This design comes from an exercise in tuning for small area on the open sky130 flow, not from production work.
Function was checked by simulation only, so behaviour that the tests miss may differ from the original.
No activity file was given, so power comes from the tool's default toggle rates.

==> inputs of trial 15 <==
Design pipeline, start of the top module:
module pipeline(
    input clk,
    input rst,
    input [22:0] a,
    input [7:0] p,
    input [22:0] b,
    input [7:0] q,
    input m,
    output reg [7:0] final_exponent,
    output reg [22:0] normal_mantissa_sum
);
==> module pipeline, before the edit <==
module pipeline(
    input clk,
    input rst,
    input [22:0] a,
    input [7:0] p,
    input [22:0] b,
    input [7:0] q,
    input m,
    output reg [7:0] final_exponent,
    output reg [22:0] normal_mantissa_sum
);
    genvar i;
    wire [22:0] orp;
    assign orp[0] = 1'b0;
    generate
        for (i = 1; i < 23; i = i + 1) begin : g_orp
            assign orp[i] = orp[i-1] | b[i-1];
        end
    endgenerate
    wire [22:0] bn = b ^ ({23{m}} & orp);
    wire [7:0] eh = ~(p ^ q);
    wire [7:0] eg = p & ~q;
    wire [8:0] c0;
    assign c0[0] = 1'b0;
    generate
        for (i = 0; i < 8; i = i + 1) begin : g_exc
            assign c0[i+1] = eg[i] | (eh[i] & c0[i]);
        end
    endgenerate
    wire       g  = c0[8];                        
    wire [7:0] t0 = eh ^ c0[7:0];
    wire [7:0] ta;                                
    assign ta[0] = 1'b1;
    generate
        for (i = 1; i < 8; i = i + 1) begin : g_inc
            assign ta[i] = ta[i-1] & t0[i-1];
        end
    endgenerate
    wire [7:0] d  = ~(t0 ^ ({8{g}} & ~ta));       
    wire       dz = |d[7:5];                      
    wire [4:0] ds = {d[4:3] | {2{dz}}, d[2:0]};   
    wire [7:0] e  = g ? p : q;
    reg [7:0]  e0;
    reg [22:0] a0;
    reg [22:0] b0;
    reg        g0, g0n;
    reg [4:0]  d0, d0n;
    always @(posedge clk) begin
        e0  <= e;
        a0  <= a;
        b0  <= bn;
        g0  <= g;
        g0n <= ~g;
        d0  <= ds;
        d0n <= ~ds;
    end
    wire [22:0] m1d = ~((a0 | {23{g0n}}) & (b0 | {23{g0}}));
    wire [23:0] v0  = {1'b0, ~((b0 | {23{g0n}}) & (a0 | {23{g0}}))};
    wire [23:0] v1 = {~(v0[23] | d0[0]),
                      ~((v0[22:0] | {23{d0[0]}}) & (v0[23:1] | {23{d0n[0]}}))};
    wire [23:0] v2 = {~(v1[23:22] & {2{d0n[1]}}),
                      ~((v1[21:0] | {22{d0[1]}}) & (v1[23:2] | {22{d0n[1]}}))};
    wire [23:0] v4 = {~(v2[23:20] | {4{d0[2]}}),
                      ~((v2[19:0] | {20{d0[2]}}) & (v2[23:4] | {20{d0n[2]}}))};
    wire [23:0] v8 = {~(v4[23:16] & {8{d0n[3]}}),
                      ~((v4[15:0] | {16{d0[3]}}) & (v4[23:8] | {16{d0n[3]}}))};
    wire [23:0] sh = {~(v8[23:8] | {16{d0[4]}}),
                      ~((v8[7:0] | {8{d0[4]}}) & (v8[23:16] | {8{d0n[4]}}))};
    reg [7:0]  e1;
    reg [22:0] m1n;
    reg [23:0] s1;
    always @(posedge clk) begin
        e1  <= e0;
        m1n <= m1d;
        s1  <= sh;
    end
    reg r1, r2, r3, r4;
    always @(posedge clk) begin
        r1 <= rst;
        r2 <= r1;
        r3 <= r2;
        r4 <= r3;
    end
    wire [23:0] tsum;
    wire tco;
    bk_add24 add(.x({1'b0, m1n}), .y(s1 ^ {24{~m}}), .ci(~m), .s(tsum), .co(tco));
    wire [23:0] sum = ~tsum;
    wire co_m = ~(m ^ tco);                       
    wire c2n = (rst | r1) ? 1'b0 : (r2 ? ~m : co_m);
    reg        c2;
    reg [23:0] r2v;
    reg [7:0]  e2;
    always @(posedge clk) begin
        c2  <= c2n;
        r2v <= sum;
        e2  <= e1;
    end
    wire z16 = ~|r2v[23:8];
    wire k16 = ~c2 & z16;
    wire [23:0] t16 = k16 ? {r2v[7:0], 16'd0} : r2v;
    wire z8 = ~|t16[23:16];
    wire k8 = ~c2 & z8;
    wire [23:0] t8 = k8 ? {t16[15:0], 8'd0} : t16;
    wire z4 = ~|t8[23:20];
    wire k4 = ~c2 & z4;
    wire [1:0] t4h = k4 ? t8[19:18] : t8[23:22];   
    wire t4l = k4 ? t8[17] : t8[21];
    wire z2 = ~|t4h;
    wire k2 = ~c2 & z2;
    wire t2h = k2 ? t4l : t4h[1];                  
    wire k1 = c2 | ~t2h;
    wire zz = k16 & k8;                           
    wire [4:0] n = {k16, k8, k4 & ~zz, k2 & ~zz, k1 & ~zz};
    wire z2r = r1 | r2 | r3;
    reg [7:0]  e3n;                               
    reg [4:0]  n3;
    reg [2:0]  n3n;                               
    reg [22:0] t3n;                               
    always @(posedge clk) begin
        e3n <= z2r ? 8'hff : ~e2;
        n3  <= (z2r & ~c2) ? 5'd24 : n;
        n3n <= ~n[2:0];
        t3n <= ~t8[22:0];
    end
    wire [7:0] fy = {3'd0, n3} ^ {8{c2}};
    wire [8:0] fc;
    assign fc[0] = c2;
    generate
        for (i = 0; i < 8; i = i + 1) begin : g_fe
            assign fc[i+1] = (e3n[i] & fy[i]) | ((e3n[i] ^ fy[i]) & fc[i]);
        end
    endgenerate
    wire [7:0] fen = e3n ^ fy ^ fc[7:0];           
    wire zo = rst | r1 | r2 | r3 | r4;
    wire s1e  = n3[0] | zo;
    wire s1en = n3n[0] | zo;
    wire [22:0] u4 = ~((t3n | {23{n3[2]}}) & ({t3n[18:0], 4'hf} | {23{n3n[2]}}));   
    wire [22:0] u2 = ~((u4 | {23{n3[1]}}) & ({u4[20:0], 2'b00} | {23{n3n[1]}}));     
    wire [22:0] u1 = ~((u2 | {23{s1e}}) & ({u2[21:0], 1'b1} | {23{s1en}}));          
    always @(posedge clk) begin
        final_exponent <= ~(fen | {8{rst | r1}});
        normal_mantissa_sum <= u1;
    end
endmodule
==> flow/config.mk <==
export PLATFORM = sky130hd
export DESIGN_NAME = pipeline
export DESIGN_NICKNAME = pipeline
export VERILOG_FILES = /design/flow/design.v
export SDC_FILE = /design/flow/constraint.sdc
export NUM_CORES = 4
export LEC_CHECK = 0
export CAP_MARGIN = 20
export CORE_MARGIN = 2
export CORE_UTILIZATION = 40
export GPL_TIMING_DRIVEN = 0
export SLEW_MARGIN = 20
==> flow/constraint.sdc <==
create_clock -name core_clock -period 4.0 [get_ports {clk}]
set_input_delay 0.8000 -clock core_clock [delete_from_list [all_inputs] [get_ports {clk}]]
set_output_delay 0.8000 -clock core_clock [all_outputs]
set_load 0.01 [all_outputs]
standard.sh (not shown) runs the stock make flow with config.mk's settings and CLKGATE_MAP_FILE= SYNTH_SCRIPT=/design/flow/synth_recipe.tcl, a recipe that flattens the netlist after the stock synthesis.
==> flow/flow/run.sh <==
#!/bin/bash
set -euo pipefail
bash standard.sh \
  "BUFFER_PORTS_ARGS=-buffer_cell sky130_fd_sc_hd__buf_1" \
  "CTS_ARGS=-sink_clustering_enable -repair_clock_nets -sink_clustering_size 30 -sink_clustering_max_diameter 300 -buf_list sky130_fd_sc_hd__clkbuf_16 -dont_use_dummy_load" \
  finish > standard_flow.log 2>&1
==> build 70 (differences from trial 15) <==
--- a/flow/design.v
+++ b/flow/design.v
@@ -20,59 +20,45 @@
     wire [22:0] bn = b ^ ({23{m}} & orp);
     wire [7:0] eh = ~(p ^ q);
     wire [7:0] eg = p & ~q;
-    wire [8:0] c0;
+    wire [8:0] c0, c1;
     assign c0[0] = 1'b0;
+    assign c1[0] = 1'b1;
     generate
         for (i = 0; i < 8; i = i + 1) begin : g_exc
             assign c0[i+1] = eg[i] | (eh[i] & c0[i]);
+            assign c1[i+1] = eg[i] | (eh[i] & c1[i]);
         end
     endgenerate
     wire       g  = c0[8];                        
-    wire [7:0] t0 = eh ^ c0[7:0];
-    wire [7:0] ta;                                
-    assign ta[0] = 1'b1;
-    generate
-        for (i = 1; i < 8; i = i + 1) begin : g_inc
-            assign ta[i] = ta[i-1] & t0[i-1];
-        end
-    endgenerate
-    wire [7:0] d  = ~(t0 ^ ({8{g}} & ~ta));       
+    wire [7:0] d  = g ? (eh ^ c1[7:0]) : ~(eh ^ c0[7:0]);    
     wire       dz = |d[7:5];                      
     wire [4:0] ds = {d[4:3] | {2{dz}}, d[2:0]};   
     wire [7:0] e  = g ? p : q;
+    wire [22:0] mx = g ? a : bn;
+    wire [22:0] mn = g ? bn : a;
     reg [7:0]  e0;
-    reg [22:0] a0;
-    reg [22:0] b0;
-    reg        g0, g0n;
-    reg [4:0]  d0, d0n;
-    always @(posedge clk) begin
-        e0  <= e;
-        a0  <= a;
-        b0  <= bn;
-        g0  <= g;
-        g0n <= ~g;
-        d0  <= ds;
-        d0n <= ~ds;
-    end
-    wire [22:0] m1d = ~((a0 | {23{g0n}}) & (b0 | {23{g0}}));
-    wire [23:0] v0  = {1'b0, ~((b0 | {23{g0n}}) & (a0 | {23{g0}}))};
-    wire [23:0] v1 = {~(v0[23] | d0[0]),
-                      ~((v0[22:0] | {23{d0[0]}}) & (v0[23:1] | {23{d0n[0]}}))};
-    wire [23:0] v2 = {~(v1[23:22] & {2{d0n[1]}}),
-                      ~((v1[21:0] | {22{d0[1]}}) & (v1[23:2] | {22{d0n[1]}}))};
-    wire [23:0] v4 = {~(v2[23:20] | {4{d0[2]}}),
-                      ~((v2[19:0] | {20{d0[2]}}) & (v2[23:4] | {20{d0n[2]}}))};
-    wire [23:0] v8 = {~(v4[23:16] & {8{d0n[3]}}),
-                      ~((v4[15:0] | {16{d0[3]}}) & (v4[23:8] | {16{d0n[3]}}))};
-    wire [23:0] sh = {~(v8[23:8] | {16{d0[4]}}),
-                      ~((v8[7:0] | {8{d0[4]}}) & (v8[23:16] | {8{d0n[4]}}))};
+    reg [22:0] m0;
+    reg [22:0] n0;
+    reg [4:0]  d0;
+    always @(posedge clk) begin
+        e0 <= e;
+        m0 <= mx;
+        n0 <= mn;
+        d0 <= ds;
+    end
+    wire [23:0] a0 = {1'b1, n0};
+    wire [23:0] a1 = d0[0] ? {1'b0, a0[23:1]}  : a0;
+    wire [23:0] a2 = d0[1] ? {2'b0, a1[23:2]}  : a1;
+    wire [23:0] a4 = d0[2] ? {4'b0, a2[23:4]}  : a2;
+    wire [23:0] a8 = d0[3] ? {8'b0, a4[23:8]}  : a4;
+    wire [23:0] sh = d0[4] ? {16'b0, a8[23:16]} : a8;
     reg [7:0]  e1;
-    reg [22:0] m1n;
+    reg [22:0] m1;
     reg [23:0] s1;
     always @(posedge clk) begin
-        e1  <= e0;
-        m1n <= m1d;
-        s1  <= sh;
+        e1 <= e0;
+        m1 <= m0;
+        s1 <= sh;
     end
     reg r1, r2, r3, r4;
     always @(posedge clk) begin
@@ -81,12 +67,10 @@
         r3 <= r2;
         r4 <= r3;
     end
-    wire [23:0] tsum;
-    wire tco;
-    bk_add24 add(.x({1'b0, m1n}), .y(s1 ^ {24{~m}}), .ci(~m), .s(tsum), .co(tco));
-    wire [23:0] sum = ~tsum;
-    wire co_m = ~(m ^ tco);                       
-    wire c2n = (rst | r1) ? 1'b0 : (r2 ? ~m : co_m);
+    wire [23:0] sum;
+    wire co;
+    bk_add24 add(.x({1'b1, m1}), .y(s1 ^ {24{m}}), .ci(m), .s(sum), .co(co));
+    wire c2n = (rst | r1) ? 1'b0 : (r2 ? ~m : co ^ m);
     reg        c2;
     reg [23:0] r2v;
     reg [7:0]  e2;
@@ -103,43 +87,35 @@
     wire [23:0] t8 = k8 ? {t16[15:0], 8'd0} : t16;
     wire z4 = ~|t8[23:20];
     wire k4 = ~c2 & z4;
-    wire [1:0] t4h = k4 ? t8[19:18] : t8[23:22];   
-    wire t4l = k4 ? t8[17] : t8[21];
-    wire z2 = ~|t4h;
+    wire [23:0] t4 = k4 ? {t8[19:0], 4'd0} : t8;
+    wire z2 = ~|t4[23:22];
     wire k2 = ~c2 & z2;
-    wire t2h = k2 ? t4l : t4h[1];                  
-    wire k1 = c2 | ~t2h;
+    wire [23:0] t2 = k2 ? {t4[21:0], 2'd0} : t4;
+    wire k1 = c2 | ~t2[23];
+    wire [22:0] t1 = k1 ? {t2[21:0], 1'b0} : t2[22:0];
     wire zz = k16 & k8;                           
     wire [4:0] n = {k16, k8, k4 & ~zz, k2 & ~zz, k1 & ~zz};
     wire z2r = r1 | r2 | r3;
-    reg [7:0]  e3n;                               
+    reg [7:0]  e3;
     reg [4:0]  n3;
-    reg [2:0]  n3n;                               
-    reg [22:0] t3n;                               
-    always @(posedge clk) begin
-        e3n <= z2r ? 8'hff : ~e2;
-        n3  <= (z2r & ~c2) ? 5'd24 : n;
-        n3n <= ~n[2:0];
-        t3n <= ~t8[22:0];
-    end
-    wire [7:0] fy = {3'd0, n3} ^ {8{c2}};
+    reg [22:0] m3;
+    always @(posedge clk) begin
+        e3 <= z2r ? 8'd0 : e2;
+        n3 <= (z2r & ~c2) ? 5'd24 : n;
+        m3 <= t1;
+    end
+    wire [7:0] fy = {3'd0, n3} ^ {8{~c2}};
     wire [8:0] fc;
-    assign fc[0] = c2;
+    assign fc[0] = ~c2;
     generate
         for (i = 0; i < 8; i = i + 1) begin : g_fe
-            assign fc[i+1] = (e3n[i] & fy[i]) | ((e3n[i] ^ fy[i]) & fc[i]);
+            assign fc[i+1] = (e3[i] & fy[i]) | ((e3[i] ^ fy[i]) & fc[i]);
         end
     endgenerate
-    wire [7:0] fen = e3n ^ fy ^ fc[7:0];           
-    wire zo = rst | r1 | r2 | r3 | r4;
-    wire s1e  = n3[0] | zo;
-    wire s1en = n3n[0] | zo;
-    wire [22:0] u4 = ~((t3n | {23{n3[2]}}) & ({t3n[18:0], 4'hf} | {23{n3n[2]}}));   
-    wire [22:0] u2 = ~((u4 | {23{n3[1]}}) & ({u4[20:0], 2'b00} | {23{n3n[1]}}));     
-    wire [22:0] u1 = ~((u2 | {23{s1e}}) & ({u2[21:0], 1'b1} | {23{s1en}}));          
-    always @(posedge clk) begin
-        final_exponent <= ~(fen | {8{rst | r1}});
-        normal_mantissa_sum <= u1;
+    wire [7:0] fe = e3 ^ fy ^ fc[7:0];
+    always @(posedge clk) begin
+        final_exponent <= (rst | r1) ? 8'd0 : fe;
+        normal_mantissa_sum <= (rst | r1 | r2 | r3 | r4) ? 23'd0 : m3;
     end
 endmodule
 module bk_add24(input [23:0] x, input [23:0] y, input ci, output [23:0] s, output co);
==> flow/flow/run.sh (replaced) <==
#!/bin/bash
set -euo pipefail
bash standard.sh \
  "BUFFER_PORTS_ARGS=-buffer_cell sky130_fd_sc_hd__buf_1" \
  "CTS_ARGS=-sink_clustering_enable -repair_clock_nets -sink_clustering_size 30 -sink_clustering_max_diameter 80 -buf_list sky130_fd_sc_hd__clkbuf_16 -dont_use_dummy_load" \
  finish > standard_flow.log 2>&1
- ABC_AREA: not set -> 1
==> trial 61 (differences from trial 15) <==
==> flow/flow/run.sh (replaced) <==
#!/bin/bash
set -euo pipefail
bash standard.sh \
  "BUFFER_PORTS_ARGS=-buffer_cell sky130_fd_sc_hd__buf_1" \
  "CTS_ARGS=-sink_clustering_enable -repair_clock_nets -sink_clustering_size 32 -sink_clustering_max_diameter 150 -buf_list sky130_fd_sc_hd__clkbuf_16 -dont_use_dummy_load" \
  finish > standard_flow.log 2>&1
==> qor summary <==
	build 70	trial 15	trial 61
Maximum clock skew at final layout	0.0675 ns	0.0378 ns	0.0705 ns
Gate power share	36.9%	28.3%	28.3%
Required @ worst endpoint	4.35 ns	4.33 ns	4.36 ns
Result of the run	finished clean	finished clean	finished clean
Most common cell in the synthesized netlist	sky130_fd_sc_hd__nand2_1	sky130_fd_sc_hd__dfxtp_1	sky130_fd_sc_hd__dfxtp_1
P_seq	2.78 mW	2.99 mW	2.99 mW
Setup slack after layout	0.0661 ns	0.209 ns	0.225 ns
Proportion of cell area occupied by multi-input gates	43.9%	41.0%	41.0%
Count of port buffers added during placement	94	95	95
Register share of total power	43.7%	51.8%	51.7%
Worst-Skew Late Latency	0.49 ns	0.47 ns	0.48 ns
Repair and plain buffers	147	149	149
Wire length on met2	11400 um	9980 um	9990 um
Layout multi-input combinational cell count	877	581	581
Worst hold slack after final layout	0.333 ns	0.309 ns	0.338 ns
TritonCTS buffer count	13	11	11
Compound-Gate Fraction of Synth Area	9.21%	19.3%	19.3%
Slowest stage cell on the critical path	sky130_fd_sc_hd__fa_2	sky130_fd_sc_hd__fa_1	sky130_fd_sc_hd__fa_1
GRT Resource Usage Total	17.1%	16.7%	16.7%
Highest fanout seen on the critical path	10	2	10
Critical path depth in cells	15	14	13
Portion of the clock cycle consumed by the worst path in the final layout	98.3%	94.8%	94.4%
Layout Utilization	45.4%	45.1%	45.1%
Met2 GRT Util	32.6%	30.9%	31.0%
Number of sinks on the clock net	218	228	228

## separate check: timing with driven ports
The results above use ideal ports. As a check the final layouts listed here were re-extracted and re-timed, cells and wires unchanged.
Step 1 (the two cells are an assumption about what drives the block):
set clk [get_ports {clk}]
set_driving_cell -lib_cell sky130_fd_sc_hd__clkbuf_16 $clk
set_driving_cell -lib_cell sky130_fd_sc_hd__buf_2 [delete_from_list [all_inputs] $clk]
Step 2 adds t to the input delays and takes it off the output delays; t is the mean of the earliest and latest rising clock arrival at the registers after step 1. Input paths then give back, and output paths get back, about the clock's delay inside the block.
Three values: ideal, step 1, step 2; two values: the first two.
run | t, ns | slack for setup (ns) | hold WS [ns] | worst register clock-pin slew, ns | pins driven straight from the clock port
trial 15 | 0.500 | 0.209 / 0.227 / -0.273 | 0.309 / 0.309 / 0.309 | 0.11 / 0.11 | 1
build 70 | 0.505 | 0.066 / 0.090 / -0.415 | 0.333 / 0.333 / 0.333 | 0.10 / 0.10 | 1
trial 61 | 0.493 | 0.225 / 0.248 / -0.244 | 0.338 / 0.338 / 0.338 | 0.12 / 0.12 | 1
Met with ideal ports but missed after step 2: setup timing in every run listed. For trial 15, which loses most, drivers alone change the setup slack by +0.018 ns; drivers and shift together by -0.482 ns.
